Context: an optimization exercise on an open-source flow, tuned for small area. The choices shown serve that exercise and are no tape-out recipe.
Function was checked by simulation only, so behaviour that the tests miss may differ from the original.
Power is estimated from default activity; no workload was simulated.

### flow/flow/merge_ties.tcl
# After placement: drive all constant outputs from one tie cell (conb_1 has
# both a HI and a LO output) instead of one tie cell per output.
set base orfs/results/sky130hd/Countdown/base
set plat $::env(FLOW_HOME)/platforms/sky130hd
read_lef $plat/lef/sky130_fd_sc_hd.tlef
read_lef $plat/lef/sky130_fd_sc_hd_merged.lef
read_liberty $plat/lib/sky130_fd_sc_hd__tt_025C_1v80.lib
read_db $base/3_place.odb
set block [ord::get_db_block]
set ties {}
foreach inst [$block getInsts] {
  if {[[$inst getMaster] getName] eq "sky130_fd_sc_hd__conb_1"} { lappend ties $inst }
}
puts "tie cells before merge: [llength $ties]"
if {[llength $ties] > 1} {
  set main [lindex $ties 0]
  foreach pin {HI LO} {
    set mterm [$main findITerm $pin]
    set mnet [$mterm getNet]
    foreach t [lrange $ties 1 end] {
      set it [$t findITerm $pin]
      set net [$it getNet]
      if {$net eq "NULL"} { continue }
      $it disconnect
      if {$mnet eq "NULL"} { $mterm connect $net; set mnet $net; continue }
      foreach iterm [$net getITerms] { $iterm disconnect; $iterm connect $mnet }
      foreach bterm [$net getBTerms] { $bterm disconnect; $bterm connect $mnet }
      odb::dbNet_destroy $net
    }
  }
  foreach t [lrange $ties 1 end] { odb::dbInst_destroy $t }
}
set n 0
foreach inst [$block getInsts] {
  if {[[$inst getMaster] getName] eq "sky130_fd_sc_hd__conb_1"} { incr n }
}
puts "tie cells after merge: $n"
write_db $base/3_place.odb
### flow/design.v
module Countdown(
 clock,
 reset,
 beep,
 bs0,
 bs1,
 clock_5,
 clock_10,
 clock_f,
 TimeH,
 TimeL
);
 input clock;
 input reset;
 output [6:0] bs0;
 output [6:0] bs1;
 output beep;
 output clock_5;
 output clock_10;
 output clock_f;
 output [3:0] TimeL;
 output [3:0] TimeH;
 reg [3:0] a;
 reg [4:0] b;
 reg [3:0] c;
 wire [1:0] h;
 wire ca = (~a[0] & ~a[1] & a[2]);
 wire bw = (~b[0] & ~b[1] & b[2] & b[4]);
 wire cb = ca & bw;
 assign h[0] = (b[3] & ~b[4]) | (b[1] & b[2] & ~b[4]) | (~a[1] & ~a[2] & b[0] & b[2] & ~b[3]);
 assign h[1] = (~a[0] & ~a[1] & a[2] & ~b[0] & ~b[1] & b[4]);
 wire [3:0] na;
 assign na[0] = (~a[0] & ~a[3]) | (a[0] & ~a[1]) | (a[0] & a[3]);
 assign na[1] = (a[0]);
 assign na[2] = (a[1]);
 assign na[3] = (a[2]);
 wire [4:0] nb;
 assign nb[0] = (b[0] & ~ca) | (~b[0] & ca);
 assign nb[1] = (b[1] & ~ca) | (~b[0] & ~b[1] & ca) | (b[0] & b[1]);
 assign nb[2] = (b[2] & ~ca) | (~b[0] & ~b[1] & ~b[2] & ca) | (b[0] & b[2]) | (b[1] & b[2]) | (b[4] & ca);
 assign nb[3] = (b[3] & ~ca) | (~b[0] & ~b[1] & ~b[2] & ~b[3] & ca) | (b[0] & b[3]) | (b[1] & b[3]) | (b[2] & b[3]) | (b[4]);
 assign nb[4] = (~b[0] & ~b[1] & ~b[2] & ~b[3] & ca) | (b[4] & ~ca) | (b[0] & b[4]) | (b[1] & b[4]);
 wire [3:0] nc;
 assign nc[0] = (c[0] & ~cb) | (~c[0] & cb);
 assign nc[1] = (c[1] & ~cb) | (~c[0] & ~c[1] & cb) | (c[0] & c[1]) | (c[1] & c[3]);
 assign nc[2] = (c[2] & ~cb) | (~c[0] & ~c[1] & ~c[2] & cb) | (c[0] & c[2]) | (c[1] & c[2]);
 assign nc[3] = (~c[0] & ~c[1] & ~c[2] & cb) | (c[3] & ~cb) | (c[0] & c[3]);
 always @(posedge clock or negedge reset)
  if (!reset) begin
   a <= 4'd0; b <= 5'd24; c <= 4'd12;
  end else begin
   a <= na; b <= nb; c <= nc;
  end
 assign clock_5 = (~a[0] & a[3]) | (a[0] & a[1] & a[2]);
 assign clock_10 = (~b[2] & ~b[3]) | (~b[0] & ~b[1] & ~b[3]) | (a[0] & ~b[1] & ~b[3]) | (a[2] & ~b[1] & ~b[3]) | (~a[3] & b[2] & b[4]) | (a[0] & b[2] & b[4]) | (b[0] & b[4]) | (b[1] & b[4]) | (~a[2] & b[2] & b[4]);
 assign clock_f = (c[2] & ~c[3] & h[0]) | (~c[0] & c[1] & c[2]) | (c[0] & c[2] & h[1]) | (c[0] & c[2] & ~c[3]);
 wire tick = (c[0] & c[3] & h[1]);
 reg [4:0] e;
 always @(posedge clock or negedge reset)
  if (!reset) e <= 5'd15;
  else e <= {((e[4]) | (~e[0] & ~e[1] & ~e[2] & tick)), ((e[1]) | (e[2]) | (e[3] & ~tick) | (e[0] & e[3]) | (~e[0] & e[4] & tick)), ((e[2] & ~tick) | (e[1] & e[2]) | (e[0] & e[2]) | (~e[0] & ~e[3] & tick)), ((e[0] & e[1]) | (e[1] & ~tick) | (~e[0] & ~e[1] & e[2] & tick) | (~e[0] & ~e[3] & tick)), ((e[0] & ~tick) | (~e[0] & ~e[4] & tick) | (~e[0] & ~e[3] & tick) | (~e[0] & e[1] & tick) | (~e[0] & e[2] & tick))};
 assign TimeH = {3'b000, (e[1] & ~e[4]) | (e[2] & ~e[4])};
 assign TimeL = {((~e[1] & ~e[2] & ~e[4])), ((~e[3]) | (e[1] & e[2])), ((~e[3]) | (~e[1] & e[2])), ((e[0] & ~e[4]) | (e[0] & ~e[3]) | (e[0] & e[1]) | (e[0] & e[2]))};
 assign beep = (~e[1] & ~e[2] & e[3] & e[4]) | (~e[0] & ~e[2] & e[3] & e[4]);
 wire d1 = (~e[4]);
 assign bs1 = {1'b1, d1, d1, d1, 2'b00, d1};
 assign bs0 = {((~e[1] & ~e[2] & e[3]) | (e[0] & e[1] & e[2] & e[4])), ((e[1] & ~e[2]) | (e[0] & ~e[2] & e[3]) | (e[0] & e[1] & e[4])), ((e[0]) | (e[2] & ~e[4]) | (~e[1] & e[2])), ((~e[0] & ~e[1] & e[2]) | (e[0] & ~e[1] & ~e[2] & e[3]) | (e[0] & e[1] & e[2] & e[4])), ((~e[0] & e[1] & ~e[2])), ((e[0] & ~e[1] & e[2]) | (~e[0] & e[1] & e[2]) | (e[0] & e[2] & ~e[4])), ((~e[0] & ~e[1] & e[2]) | (e[0] & ~e[1] & ~e[2] & e[3]))};
endmodule
### flow/config.mk
export PLATFORM = sky130hd
export DESIGN_NAME = Countdown
export DESIGN_NICKNAME = Countdown
export VERILOG_FILES = /design/flow/design.v
export SDC_FILE = /design/flow/constraint.sdc
export NUM_CORES = 4
export LEC_CHECK = 0
export ABC_AREA = 1
export CAP_MARGIN = 20
export CORE_AREA = 5 5 75 75
export CTS_BUF_LIST = sky130_fd_sc_hd__clkbuf_4
export DIE_AREA = 0 0 80 80
export PLACE_DENSITY = 0.85
export SLEW_MARGIN = 20
### flow/standard.sh
#!/bin/bash
# synth_recipe.tcl (not shown) runs the flow's synth.tcl, then flattens the netlist and writes it again
# the make line also repeats each setting of config.mk as NAME=value (left out here)
make -C /OpenROAD-flow-scripts/flow DESIGN_CONFIG=/design/flow/config.mk WORK_HOME=/design/flow/orfs CLKGATE_MAP_FILE= SYNTH_SCRIPT=/design/flow/synth_recipe.tcl "${@:-finish}"
### flow/flow/run.sh
#!/bin/bash
# The standard layout (standard.sh) with these changes:
#  - the buffer that ORFS puts on every input and output port is buf_1;
#  - after the floorplan, OpenROAD's restructure re-maps the combinational
#    logic between the registers for area (registers are left as they are);
#  - after placement, the constant outputs share one tie cell;
#  - clock tree synthesis inserts no dummy load buffers.
# Each tool's output goes to a log file of its own in this folder.
set -e
export BUFFER_PORTS_ARGS="-buffer_cell sky130_fd_sc_hd__buf_1"
export CTS_ARGS="-sink_clustering_enable -repair_clock_nets -buf_list sky130_fd_sc_hd__clkbuf_4 -dont_use_dummy_load"
bash standard.sh floorplan > standard_floorplan.log 2>&1
openroad -no_init -exit flow/restructure.tcl > restructure.log 2>&1
bash standard.sh place > standard_place.log 2>&1
openroad -no_init -exit flow/merge_ties.tcl > merge_ties.log 2>&1
bash standard.sh > standard_finish.log 2>&1
### flow/constraint.sdc
create_clock -name core_clock -period 12.0 [get_ports {clock}]
set_input_delay 2.4000 -clock core_clock [delete_from_list [all_inputs] [get_ports {clock}]]
set_output_delay 2.4000 -clock core_clock [all_outputs]
set_load 0.01 [all_outputs]
### flow/flow/restructure.tcl
# Re-map the combinational logic of the floorplanned design for area.
set base orfs/results/sky130hd/Countdown/base
set plat $::env(FLOW_HOME)/platforms/sky130hd
set lib $plat/lib/sky130_fd_sc_hd__tt_025C_1v80.lib
read_lef $plat/lef/sky130_fd_sc_hd.tlef
read_lef $plat/lef/sky130_fd_sc_hd_merged.lef
read_liberty $lib
read_db $base/2_floorplan.odb
read_sdc $base/2_floorplan.sdc
source $plat/setRC.tcl
set_dont_use [list sky130_fd_sc_hd__probe_p_8 sky130_fd_sc_hd__probec_p_8 sky130_fd_sc_hd__lpflow_*]
report_design_area
file mkdir restructure_work
restructure -liberty_file $lib -target area \
  -tiehi_port {sky130_fd_sc_hd__conb_1 HI} -tielo_port {sky130_fd_sc_hd__conb_1 LO} \
  -work_dir restructure_work
report_design_area
write_db $base/2_floorplan.odb
==> results of run 1 <==
[power breakdown]
group	switching [mW]	internal (mW)	total [mW]	leakage, nW
registers	0	0.0608	0.0608	0.192
logic	0.00205	0.0000654	0.00212	0.166
clock network	0.0174	0.0117	0.0291	0.0138
total	0.0194	0.0725	0.0919	0.372
[synthesized netlist by cell type (all sizes together), types with 2 or more instances]
master,instances,area (um^2)
nand2,35,139
nor2,24,113
inv,19,71.3
nand3,16,90.1
buf,11,80.1
o21ai,11,58.8
dfrtp,10,250
dfstp,8,210
a21oi,2,13.8
conb,2,7.51
nand4,2,18.8
nor3,2,10.0
[cells by family after synthesis]
logic type,count (synthesis),synth area share
AOI/OAI and AO/OA,16,0.0867
adders and majority gates,1,0.0114
buffers and inverters,30,0.138
DFF,18,0.420
other,2,0.00684
and+or+nand+nor,79,0.338
[area by class of cell]
cell class / instances / area (um^2) / area share
multi-input cells: 65 / 345 / 0.329
clock buffers: 3 / 22.5 / 0.0214
well taps: 67 / 83.8 / 0.0798
repair buffers: 21 / 78.8 / 0.0750
flip-flops and latches: 18 / 460 / 0.438
inverters: 16 / 60.1 / 0.0571
[layer usage]
| metal | track usage | part of all wire | up-vias |
|---|---|---|---|
| li1 | - | - | 397 |
| met1 | 0.0856 | 0.46 | 355 |
| met2 | 0.0985 | 0.44 | 29 |
| met3 | 0.0271 | 0.085 | 2 |
| met4 | 0.0101 | 0.0094 | 0 |
| met5 | 0 | 0 | - |
[flip-flops by register name, indices dropped and copies added (netlist names)]
name	cells
a	4
b	5
c	4
e	5
[final timing paths]
| check | start | slack [ns] | cells past startpoint | endpoint |
|---|---|---|---|---|
| min in group asynchronous | reset | 2.20 | 1 | a[0] |
| min | a[1] | 0.45 | 0 | a[2] |
| max reg2reg | a[0] | 9.97 | 8 | e[2] |
| max in group asynchronous | reset | 9.23 | 1 | a[1] |
| max | a[0] | 7.61 | 7 | clock_f |
| min reg2reg | a[1] | 0.45 | 0 | a[2] |
[metrics by stage]
step	setup WS (ns)	hold slack (ns)	total power, mW	utilization	area [um^2]
2_1_floorplan	8.37	0.450	0.0641	-	1110
3_3_place_gp	8.02	0.429	0.0639	0.220	1050
3_5_place_dp	7.97	0.444	0.0639	0.220	1050
4_1_cts	7.61	0.450	0.0936	0.221	1050
5_1_grt	7.40	0.480	0.0976	0.221	1050
6_report	7.61	0.450	0.0919	0.221	1050
==> flow_metrics.py, run 1 <==
metrics = {
    "timing": {
        "slew_headroom": 0.395,
        "finalHoldViolCount": 0,
        "tns_ns": 0,
        "timing.final.crit_share": 0.365,
        "fmax_mhz": 228,
        "min_period_ns": 4.39,
        "final-setup-viol-count": 0,
        "worst_pin_slew_ns": 0.907,
        "final_max_slew_viol_count": 0,
        "rsz0062_at_grt": "false",
        "finClkSkew_ns": 0.0143,
    },
    "floorplanning": {
        "dieArea_um2": 6400,
        "fp-row-count": 25,
        "start_util": 0.231,
        "core_area_um2": 4750,
        "ios": 28,
        "fp.dieH_um": 80,
        "die_w_um": 80,
    },
    "global_routing": {
        "grt_pass1_vias": 708,
        "overflow": 0,
        "grt_usage": 0.0644,
        "grt_pass1_wl_um": 3310,
        "antenna_found_initial": 0,
        "grt_start_max_net_pins": 19,
    },
    "finish": {
        "finalNetCount": 128,
        "final_cell_mix": "buf_1, clkinv_1, o21ai_0",
        "syn2layout_area_growth_pct": -4.22,
        "final_layout_size_suffix_gt1_frac": 0.0894,
        "fillers": 548,
        "stdcell_count": 190,
        "num_antenna_cells": 0,
        "final_common_cell": "buf_1",
    },
    "logic_synthesis": {
        "yosys_warnings": 1,
        "syn_area_um2": 1100,
        "synth-main-ff-cell": "dfrtp_1",
        "yosys_register_bits": 18,
        "ys_types": 26,
        "syn_area_per_cell_um2": 7.52,
        "syn_inst": 146,
        "postSynth.asyncResetShare": 1.00,
        "ys_seq_area_frac": 0.420,
        "synth_edf_count": 0,
    },
    "route": {
        "wirelength_um": 2030,
        "drt-initial-drc-count": 20,
        "via_count": 783,
        "vias_per_cell": 4.12,
        "ant_nets": 0,
        "drtPass1Iterations": 4,
        "wl_per_cell_um": 10.7,
        "route.detailed.drc": 0,
    },
    "clock_tree": {
        "htree_levels": 1,
        "clkTransAtPathRegs_ns": 0.10,
        "clk_latency_ns": 0.29,
        "cts_buffers": 3,
        "cts_resized": 0,
        "clock_sinks": 18,
        "root_buffer": "clkbuf_4",
        "post_cts_buffers": 0,
        "clk_path_buf_depth": 2,
        "cts_tree": "yes",
        "holdBufCountCts": 0,
    },
    "setup_path": {
        "crit_path_cell_trace": "nor3b_1 -> nand2_1 -> nor2_1 -> nand2_1 -> a21oi_1 -> o21a_1 -> buf_1",
        "crit_path_max_incr_delay_ns": 0.44,
        "cp_data_arrival_time_ns": 1.99,
        "critPathMaxFanout": 6,
        "cp_slowest_cell": "dfrtp_1",
        "required_ns": 9.60,
        "cpMostUsedCell": "nand2_1",
        "cp_top_family": "simple AND/OR/NAND/NOR gates",
        "start_kind": "register",
        "crit_buf_inv": 1,
        "crit_type": "register to output port",
        "endpoint_kind": "output port",
    },
    "run": {
        "timing.max_cap.violations": 0,
    },
    "pwr": {
        "powerDensity_nw_per_um2": 87.5,
        "leakage_nw": 0.372,
        "vdd_ir_drop_max_uv": 33.2,
    },
    "placed_design": {
        "place_congestion": 0.779,
        "dp.cells": 192,
        "dp_hpwl_um": 1470,
        "port_buffers": 21,
    },
    "min_path": {
        "hold_path_class": "register to register",
    },
    "status": {
        "status": "no timing/DRC/antenna violations",
    },
}
==> inputs of run 2 (changes only) <==
==> flow/design.v (replaced) <==
module Countdown(
 clock,
 reset,
 beep,
 bs0,
 bs1,
 clock_5,
 clock_10,
 clock_f,
 TimeH,
 TimeL
);
 input clock;
 input reset;
 output [6:0] bs0;
 output [6:0] bs1;
 output beep;
 output clock_5;
 output clock_10;
 output clock_f;
 output [3:0] TimeL;
 output [3:0] TimeH;
 reg [3:0] a;
 reg [4:0] b;
 reg [3:0] c;
 wire [1:0] h;
 wire ca = (~a[0] & ~a[1] & a[2]);
 wire bw = (~b[0] & ~b[1] & b[2] & b[4]);
 wire cb = ca & bw;
 assign h[0] = (b[3] & ~b[4]) | (b[1] & b[2] & ~b[4]) | (~a[1] & ~a[2] & b[0] & b[2] & ~b[3]);
 assign h[1] = (~a[0] & ~a[1] & a[2] & ~b[0] & ~b[1] & b[4]);
 wire [3:0] na;
 assign na[0] = (~a[0] & ~a[3]) | (a[0] & ~a[1]) | (a[0] & a[3]);
 assign na[1] = (a[0]);
 assign na[2] = (a[1]);
 assign na[3] = (a[2]);
 wire [4:0] nb;
 assign nb[0] = (b[0] & ~ca) | (~b[0] & ca);
 assign nb[1] = (b[1] & ~ca) | (~b[0] & ~b[1] & ca) | (b[0] & b[1]);
 assign nb[2] = (b[2] & ~ca) | (~b[0] & ~b[1] & ~b[2] & ca) | (b[0] & b[2]) | (b[1] & b[2]) | (b[4] & ca);
 assign nb[3] = (b[3] & ~ca) | (~b[0] & ~b[1] & ~b[2] & ~b[3] & ca) | (b[0] & b[3]) | (b[1] & b[3]) | (b[2] & b[3]) | (b[4]);
 assign nb[4] = (~b[0] & ~b[1] & ~b[2] & ~b[3] & ca) | (b[4] & ~ca) | (b[0] & b[4]) | (b[1] & b[4]);
 wire [3:0] nc;
 assign nc[0] = (c[0] & ~cb) | (~c[0] & cb);
 assign nc[1] = (c[1] & ~cb) | (~c[0] & ~c[1] & cb) | (c[0] & c[1]) | (c[3]);
 assign nc[2] = (c[2] & ~cb) | (~c[0] & ~c[1] & ~c[2] & cb) | (c[0] & c[2]) | (c[1] & c[2]);
 assign nc[3] = (~c[0] & ~c[1] & c[2] & cb) | (c[0] & c[3]) | (c[3] & ~cb);
 always @(posedge clock or negedge reset)
  if (!reset) begin
   a <= 4'd0; b <= 5'd24; c <= 4'd14;
  end else begin
   a <= na; b <= nb; c <= nc;
  end
 assign clock_5 = (~a[0] & a[3]) | (a[0] & a[1] & a[2]);
 assign clock_10 = (~b[2] & ~b[3]) | (~b[0] & ~b[1] & ~b[3]) | (a[0] & ~b[1] & ~b[3]) | (a[2] & ~b[1] & ~b[3]) | (~a[3] & b[2] & b[4]) | (a[0] & b[2] & b[4]) | (b[0] & b[4]) | (b[1] & b[4]) | (~a[2] & b[2] & b[4]);
 assign clock_f = (c[1] & ~c[2] & ~c[3]) | (~c[2] & h[0] & h[1]) | (c[0] & ~c[2] & ~c[3]) | (~c[0] & c[1] & ~c[2]) | (~c[0] & ~c[2] & h[0]) | (c[0] & ~c[2] & h[1]);
 wire tick = (c[0] & c[3] & h[1]);
 reg [4:0] e;
 always @(posedge clock or negedge reset)
  if (!reset) e <= 5'd6;
  else e <= {((e[4]) | (e[0] & ~e[1] & ~e[2] & tick)), ((e[0] & ~e[1] & ~e[2] & ~e[4] & tick) | (~e[0] & e[3]) | (e[3] & ~tick)), ((~e[0] & e[2]) | (e[1] & e[2]) | (e[2] & ~tick) | (e[0] & e[3] & tick)), ((~e[0] & e[1]) | (e[1] & ~tick) | (e[0] & ~e[1] & e[2] & tick) | (e[0] & e[3] & tick)), ((e[0] & ~tick) | (~e[0] & tick) | (~e[1] & ~e[2] & ~e[3] & e[4] & tick))};
 assign TimeH = {3'b000, (e[1] & ~e[4]) | (e[2] & ~e[4])};
 assign TimeL = {((~e[1] & ~e[2] & ~e[4])), ((e[1] & e[2]) | (e[3])), ((~e[1] & e[2]) | (e[3])), ((~e[0] & ~e[4]) | (~e[0] & e[1]) | (~e[0] & e[2]) | (~e[0] & e[3]))};
 assign beep = (~e[1] & ~e[2] & ~e[3] & e[4]) | (e[0] & e[1] & ~e[2] & e[4]);
 wire d1 = (~e[4]);
 assign bs1 = {1'b1, d1, d1, d1, 2'b00, d1};
 assign bs0 = {((~e[1] & ~e[2] & ~e[3]) | (~e[0] & e[1] & e[2] & e[4])), ((~e[0] & ~e[2] & ~e[3]) | (e[1] & ~e[2]) | (~e[0] & e[1] & e[4])), ((~e[0]) | (e[2] & ~e[4]) | (~e[1] & e[2])), ((~e[0] & ~e[1] & ~e[2] & ~e[3]) | (e[0] & ~e[1] & e[2]) | (~e[0] & e[1] & e[2] & e[4])), ((e[0] & e[1] & ~e[2])), ((~e[0] & ~e[1] & e[2]) | (e[0] & e[1] & e[2]) | (~e[0] & e[2] & ~e[4])), ((~e[0] & ~e[1] & ~e[2] & ~e[3]) | (e[0] & ~e[1] & e[2]))};
endmodule
==> flow_metrics.py, run 2 <==
metrics = {
    "floorplanning": {
        "start_util": 0.232,
        "core_area_um2": 4750,
        "die_w_um": 80,
        "dieArea_um2": 6400,
        "ios": 28,
        "fp-row-count": 25,
        "fp.dieH_um": 80,
    },
    "setup_path": {
        "critPathMaxFanout": 6,
        "cp_data_arrival_time_ns": 2.11,
        "reg2regPathDepth": 7,
        "crit_path_max_incr_delay_ns": 0.44,
        "endpoint_kind": "output port",
        "cp_slowest_cell": "dfrtp_1",
        "crit_type": "register to output port",
        "cp_top_family": "simple AND/OR/NAND/NOR gates",
        "crit_path_cell_trace": "nor3b_1 -> nand2_1 -> nor2_1 -> nand2_1 -> a311oi_1 -> buf_1",
        "cpMostUsedCell": "nand2_1",
        "start_kind": "register",
        "worstSetupPathDepth": 6,
        "required_ns": 9.60,
        "crit_buf_inv": 1,
    },
    "pwr": {
        "power_mw": 0.0923,
        "switchingPower_mw": 0.0197,
        "p_seq_frac": 0.659,
        "leakage_nw": 0.357,
        "powerDensity_nw_per_um2": 89.7,
        "clkPwrFrac": 0.317,
        "switching_share": 0.214,
        "internal_power_mw": 0.0725,
        "vdd_ir_drop_max_uv": 27.1,
        "p_comb_frac": 0.025,
    },
    "clock_tree": {
        "clock_sinks": 18,
        "cts_buffers": 3,
        "cts_resized": 0,
        "root_buffer": "clkbuf_4",
        "post_cts_buffers": 0,
        "clk_path_buf_depth": 2,
        "holdBufCountCts": 0,
        "clkTransAtPathRegs_ns": 0.11,
        "cts_tree": "yes",
        "htree_levels": 1,
        "clk_latency_ns": 0.29,
    },
    "logic_synthesis": {
        "postSynth.asyncResetShare": 1.00,
        "synth-main-ff-cell": "dfrtp_1",
        "synth_top_family_by_area": "simple AND/OR/NAND/NOR gates",
        "synth_top_area_frac": 0.249,
        "synth.most_common_cell": "nand2_1",
        "synthMuxAreaShare": 0,
        "synth_compound_area_frac": 0.104,
        "syn_inst": 145,
        "ys_seq_area_frac": 0.416,
        "syn_area_per_cell_um2": 7.62,
        "syn_area_um2": 1100,
        "ys_types": 24,
        "synth_edf_count": 0,
        "synth_common_cells": "nand2_1, inv_1, nor2_1, buf_4, dfrtp_1",
        "synth-xor-area-share": 0,
        "yosys.area_share.simple": 0.299,
        "yosys.area_share.adder": 0.0113,
        "yosys_register_bits": 18,
        "synth_area_leaders": "dfrtp_1, dfstp_2, nand2_1, inv_1, buf_4",
        "yosys_warnings": 1,
        "yosysTopAreaCell": "dfrtp_1",
    },
    "timing": {
        "timing.final.crit_share": 0.376,
        "min_period_ns": 4.51,
        "finalHoldViolCount": 0,
        "final-setup-viol-count": 0,
        "rsz0062_at_grt": "false",
        "fmax_mhz": 222,
        "final_max_slew_viol_count": 0,
        "tns_ns": 0,
        "finClkSkew_ns": 0.0156,
    },
    "global_routing": {
        "grt_start_max_net_pins": 19,
        "overflow": 0,
        "grt_pass1_vias": 611,
        "grt_usage": 0.0599,
        "grt_pass1_wl_um": 2930,
        "antenna_found_initial": 0,
    },
    "min_path": {
        "hold_path_depth": 0,
        "hold_path_class": "register to register",
    },
    "placed_design": {
        "port_buffers": 21,
        "dp_hpwl_um": 1440,
        "place_congestion": 0.723,
    },
    "route": {
        "route.detailed.drc": 0,
        "via_count": 736,
        "ant_nets": 0,
        "wl_per_cell_um": 10.8,
        "drt-initial-drc-count": 32,
        "drtPass1Iterations": 4,
        "wirelength_um": 1960,
        "vias_per_cell": 4.07,
    },
    "finish": {
        "syn2layout_area_growth_pct": -6.91,
        "final_layout_size_suffix_gt1_frac": 0.0965,
        "final_cell_mix": "buf_1, clkinv_1, dfrtp_1",
        "finalNetCount": 119,
        "final_common_cell": "buf_1",
        "reg_top3": "b (5), e (5)",
        "num_antenna_cells": 0,
    },
    "run": {
        "timing.max_cap.violations": 0,
    },
    "status": {
        "status": "no timing/DRC/antenna violations",
    },
}
[run 2: metrics by stage]
step | hold slack (ns) | cells | util | cell area [um^2] | worst slack, ns
2_1_floorplan | 0.426 | 149 | - | 1120 | 8.41
4_1_cts | 0.451 | 181 | 0.216 | 1030 | 7.50
3_5_place_dp | 0.428 | 183 | 0.215 | 1020 | 7.84
6_report | 0.454 | 181 | 0.216 | 1030 | 7.49
3_3_place_gp | 0.417 | 183 | 0.215 | 1020 | 7.92
5_1_grt | 0.477 | 181 | 0.216 | 1030 | 7.30
[run 2: logic make-up (layout without fill, tap and decap cells)]
family,after synthesis,in the layout
adder cells (fa/ha/maj),1,0
flip-flops,18,18
buffers and inverters,35,37
AO/OA/AOI/OAI,19,31
XOR/XNOR,0,1
AND/OR/NAND/NOR,70,26
other,2,1
[run 2: worst paths after layout]
kind	end	slack (ns)	from
max	clock_f	7.49	a[0]
min	a[3]	0.45	a[2]
max reg2reg	e[3]	9.91	a[0]
min reg2reg	a[3]	0.45	a[2]
max in group asynchronous	b[4]	9.62	reset
min in group asynchronous	e[3]	2.03	reset
[run 2: power by group through the flow]
| stage | registers, mW | clock network [mW] | logic [mW] |
|---|---|---|---|
| 2_1_floorplan | 0.0618 | 0 | 0.00226 |
| 3_3_place_gp | 0.0618 | 0 | 0.00203 |
| 3_5_place_dp | 0.0618 | 0 | 0.00211 |
| 4_1_cts | 0.0608 | 0.0306 | 0.00211 |
| 5_1_grt | 0.0608 | 0.0337 | 0.00291 |
| 6_report | 0.0608 | 0.0292 | 0.00229 |
[run 2: layout make-up]
class | instances | area, um^2
Clock buffer | 3 | 22.5
Inverter | 13 | 48.8
Tap cell | 67 | 83.8
Multi-Input combinational cell | 59 | 334
Fill cell | 541 | 3730
Sequential cell | 18 | 459
Timing Repair Buffer | 21 | 80.1
[run 2: metal layers]
layer	routed length [um]	vias up	track usage	part of all wire
li1	-	376	-	-
met1	916	333	0.0775	0.47
met2	846	27	0.0911	0.43
met3	200	0	0.0260	0.10
met4	0	0	0.0152	0
met5	0	-	0	0
==> inputs of run 3 (changes only) <==
--- a/flow/design.v
+++ b/flow/design.v
@@ -32,6 +32,6 @@
  wire [3:0] na;
- assign na[0] = (~a[0] & ~a[3]) | (a[0] & ~a[1]) | (a[0] & a[3]);
+ assign na[0] = (~a[0] & a[3]) | (a[0] & ~a[1]) | (a[0] & ~a[3]);
  assign na[1] = (a[0]);
  assign na[2] = (a[1]);
- assign na[3] = (a[2]);
+ assign na[3] = (~a[2]);
  wire [4:0] nb;
@@ -49,3 +49,3 @@
   if (!reset) begin
-   a <= 4'd0; b <= 5'd24; c <= 4'd14;
+   a <= 4'd8; b <= 5'd24; c <= 4'd14;
   end else begin
@@ -53,4 +53,4 @@
   end
- assign clock_5 = (~a[0] & a[3]) | (a[0] & a[1] & a[2]);
- assign clock_10 = (~b[2] & ~b[3]) | (~b[0] & ~b[1] & ~b[3]) | (a[0] & ~b[1] & ~b[3]) | (a[2] & ~b[1] & ~b[3]) | (~a[3] & b[2] & b[4]) | (a[0] & b[2] & b[4]) | (b[0] & b[4]) | (b[1] & b[4]) | (~a[2] & b[2] & b[4]);
+ assign clock_5 = (~a[0] & ~a[3]) | (a[0] & a[2] & a[3]);
+ assign clock_10 = (~b[2] & ~b[3]) | (~b[0] & ~b[1] & ~b[3]) | (a[2] & ~b[1] & ~b[3]) | (a[0] & ~b[1] & ~b[3]) | (a[0] & b[2] & b[4]) | (a[3] & b[2] & b[4]) | (b[0] & b[4]) | (b[1] & b[4]) | (~a[2] & b[2] & b[4]);
  assign clock_f = (c[1] & ~c[2] & ~c[3]) | (~c[2] & h[0] & h[1]) | (c[0] & ~c[2] & ~c[3]) | (~c[0] & c[1] & ~c[2]) | (~c[0] & ~c[2] & h[0]) | (c[0] & ~c[2] & h[1]);
==> flow/flow/restructure.tcl (replaced) <==
# Re-map the combinational logic of the floorplanned design for area.
set base orfs/results/sky130hd/Countdown/base
set plat $::env(FLOW_HOME)/platforms/sky130hd
set lib $plat/lib/sky130_fd_sc_hd__tt_025C_1v80.lib

# restructure hands its liberty file to ABC as is, so give it a copy
# without the cells the platform marks don't-use.
proc filter_lib {src dst pats} {
  set in [open $src r]; set out [open $dst w]
  set skip 0; set depth 0; set dropped 0
  while {[gets $in line] >= 0} {
    if {!$skip && [regexp {^\s*cell\s*\(\s*"?([A-Za-z0-9_]+)"?\s*\)} $line -> name]} {
      foreach p $pats {
        if {[string match $p $name]} { set skip 1; set depth 0; incr dropped; break }
      }
    }
    if {$skip} {
      incr depth [expr {[regexp -all {\{} $line] - [regexp -all {\}} $line]}]
      if {$depth <= 0} { set skip 0 }
      continue
    }
    puts $out $line
  }
  close $in; close $out
  return $dropped
}
set dont_use {sky130_fd_sc_hd__probe_p_8 sky130_fd_sc_hd__probec_p_8 sky130_fd_sc_hd__lpflow_*}
file mkdir restructure_work
set abc_lib [file normalize restructure_work/abc_cells.lib]
puts "cells left out of the liberty file for restructure: [filter_lib $lib $abc_lib $dont_use]"

read_lef $plat/lef/sky130_fd_sc_hd.tlef
read_lef $plat/lef/sky130_fd_sc_hd_merged.lef
read_liberty $lib
read_db $base/2_floorplan.odb
read_sdc $base/2_floorplan.sdc
source $plat/setRC.tcl
set_dont_use $dont_use
report_design_area
restructure -liberty_file $abc_lib -target area \
  -tiehi_port {sky130_fd_sc_hd__conb_1 HI} -tielo_port {sky130_fd_sc_hd__conb_1 LO} \
  -work_dir restructure_work
report_design_area
set bad 0
foreach inst [[ord::get_db_block] getInsts] {
  set m [[$inst getMaster] getName]
  foreach p $dont_use { if {[string match $p $m]} { incr bad } }
}
puts "don't-use cells after restructure: $bad"
if {$bad > 0} { error "restructure used don't-use cells" }
write_db $base/2_floorplan.odb
==> flow_metrics.py, run 3 <==
metrics = {
    "floorplanning": {
        "core_area_um2": 4750,
        "ios": 28,
        "fp.dieH_um": 80,
        "start_util": 0.229,
        "fp-row-count": 25,
        "dieArea_um2": 6400,
        "die_w_um": 80,
    },
    "logic_synthesis": {
        "yosys_register_bits": 18,
        "synth_top_family_by_area": "simple AND/OR/NAND/NOR gates",
        "postSynth.asyncResetShare": 1.00,
        "synth-xor-area-share": 0,
        "syn_area_um2": 1090,
        "yosysTopAreaCell": "dfrtp_1",
        "yosys.area_share.adder": 0.0115,
        "synth_edf_count": 0,
        "ys_seq_area_frac": 0.422,
        "syn_inst": 142,
        "ys_types": 24,
        "synth_common_cells": "nand2_1, inv_1, nor2_1",
        "yosys_warnings": 1,
        "syn_area_per_cell_um2": 7.68,
        "synth_area_leaders": "dfrtp_1, dfstp_2, nand2_1, inv_1, buf_4",
        "synth-main-ff-cell": "dfrtp_1",
        "synth_top_area_frac": 0.229,
        "synthMuxAreaShare": 0,
        "synth.most_common_cell": "nand2_1",
        "yosys.area_share.simple": 0.287,
        "synth_compound_area_frac": 0.117,
    },
    "route": {
        "drt-initial-drc-count": 26,
        "wirelength_um": 1960,
        "vias_per_cell": 4.08,
        "drtPass1Iterations": 4,
        "route.detailed.drc": 0,
        "ant_nets": 0,
        "wl_per_cell_um": 10.9,
        "via_count": 734,
    },
    "status": {
        "status": "no timing/DRC/antenna violations",
    },
    "global_routing": {
        "met2_usage": 0.0969,
        "overflow": 0,
        "grt_util_met1": 0.0845,
        "grt_pass1_vias": 680,
        "gr-max-usage-layer": "met2",
        "met3_usage": 0.0305,
        "antenna_found_initial": 0,
        "grt_start_max_net_pins": 19,
        "grt_pass1_wl_um": 3210,
        "grt_usage": 0.0656,
    },
    "timing": {
        "slew_headroom": 0.391,
        "hold_slack_ns": 0.434,
        "finalHoldViolCount": 0,
        "rsz0062_at_grt": "false",
        "final-setup-viol-count": 0,
        "final_max_slew_viol_count": 0,
        "layout_setup_ws_ns": 7.33,
        "finClkSkew_ns": 0.0152,
        "timing.final.crit_share": 0.389,
        "tns_ns": 0,
        "worst_pin_slew_ns": 0.913,
        "min_period_ns": 4.67,
        "fmax_mhz": 214,
    },
    "clock_tree": {
        "clk_path_buf_depth": 2,
        "clk_latency_ns": 0.29,
        "root_buffer": "clkbuf_4",
        "cts_resized": 0,
        "htree_levels": 1,
        "cts_tree": "yes",
        "clock_sinks": 18,
        "cts_buffers": 3,
        "holdBufCountCts": 0,
        "post_cts_buffers": 0,
        "clkTransAtPathRegs_ns": 0.08,
    },
    "pwr": {
        "powerDensity_nw_per_um2": 88.5,
        "leakage_nw": 0.382,
        "vdd_ir_drop_max_uv": 58.2,
    },
    "finish": {
        "fillers": 542,
        "reg_top3": "b (5), e (5)",
        "final_cell_mix": "buf_1, clkinv_1, dfrtp_1",
        "finalNetCount": 118,
        "final_common_cell": "buf_1",
        "num_antenna_cells": 0,
        "final_layout_size_suffix_gt1_frac": 0.0973,
        "syn2layout_area_growth_pct": -5.96,
    },
    "placed_design": {
        "port_buffers": 21,
        "dp_hpwl_um": 1430,
        "place_congestion": 0.855,
        "place_ws_ns": 7.67,
    },
    "setup_path": {
        "crit_type": "register to output port",
        "required_ns": 9.60,
        "start_kind": "register",
        "endpoint_kind": "output port",
        "r2r_start": "a[0]",
        "crit_start": "a[0]",
        "critPathMaxFanout": 6,
        "cp_data_arrival_time_ns": 2.27,
    },
    "run": {
        "timing.max_cap.violations": 0,
    },
    "min_path": {
        "hp-start": "a[1]",
        "hold_path_class": "register to register",
    },
}
run 3: worst max-delay path, cell delays in order, from the launching register on:
cell and delay (ns):
dfrtp_1 0.43, or3_1 0.42, or2_0 0.25, nor2_1 0.28
nand2_1 0.15, a311oi_1 0.28, buf_1 0.18
run 3: where the power goes:
| group | switching [mW] | total, mW | internal (mW) |
|---|---|---|---|
| Combinational | 0.00213 | 0.00219 | 0.0000654 |
| Clock | 0.0162 | 0.0279 | 0.0116 |
| Sequential | 0 | 0.0608 | 0.0608 |
| Total | 0.0184 | 0.0909 | 0.0725 |
run 3: path summary, 6_finish.rpt:
| check | to | slack, ns | cells after the start |
|---|---|---|---|
| max | clock_f | 7.33 | 6 |
| min | a[2] | 0.43 | 0 |
| max reg2reg | e[3] | 9.69 | 7 |
| min reg2reg | a[2] | 0.43 | 0 |
| max in group asynchronous | a[0] | 9.22 | 1 |
| min in group asynchronous | b[0] | 2.21 | 1 |
run 3: cells by family after synthesis:
logic type | Yosys count
buffers and inverters | 35
AND/OR/NAND/NOR | 65
AO/OA/AOI/OAI | 21
other | 2
adder cells (fa/ha/maj) | 1
flip-flops | 18
run 3: final cells by class:
cell class / count / area, um^2 / share of cell area
Multi-Input combinational cell: 60 / 339 / 0.330
Timing Repair Buffer: 21 / 78.8 / 0.0768
Inverter: 11 / 41.3 / 0.0402
Tap cell: 67 / 83.8 / 0.0817
Clock buffer: 3 / 22.5 / 0.0220
Sequential cell: 18 / 460 / 0.449
run 3: through the flow:
stage,instance area (um^2),cells,power [mW],util
after floorplan,1110,146,0.0641,-
after global placement,1020,182,0.0639,0.215
after detailed placement,1020,182,0.0639,0.215
after CTS,1030,180,0.0938,0.216
after global routing,1030,180,0.0970,0.216
final,1030,180,0.0909,0.216
run 3: metal layers:
metal | routed length, um | vias up
met5 | 0 | -
met1 | 953 | 322
met3 | 184 | 4
met2 | 803 | 36
met4 | 18 | 0
li1 | - | 372

==> afterwards: timing with drivers on the ports <==
Ports are ideal in the flow. The routed layouts listed here were re-timed in OpenROAD.
Step 1 assumes that a clkbuf_16 drives the clock port and a buf_2 every other input.
Step 2 times the ports against the registers' clock, not the clock port: input delays grow and output delays shrink by t, the midpoint of the rising clock arrivals with the driver on.
a / b / c = no drivers / after step 1 / after step 2; a / b = the first two.
run | t (ns) | setup slack, ns | worst slew at a driven data input, ns
run 1 | 0.302 | 7.615 / 7.596 / 7.898 | 0.03
run 2 | 0.303 | 7.490 / 7.470 / 7.773 | 0.03
run 3 | 0.301 | 7.332 / 7.311 / 7.612 | 0.03
After both steps every run listed still meets setup and hold.
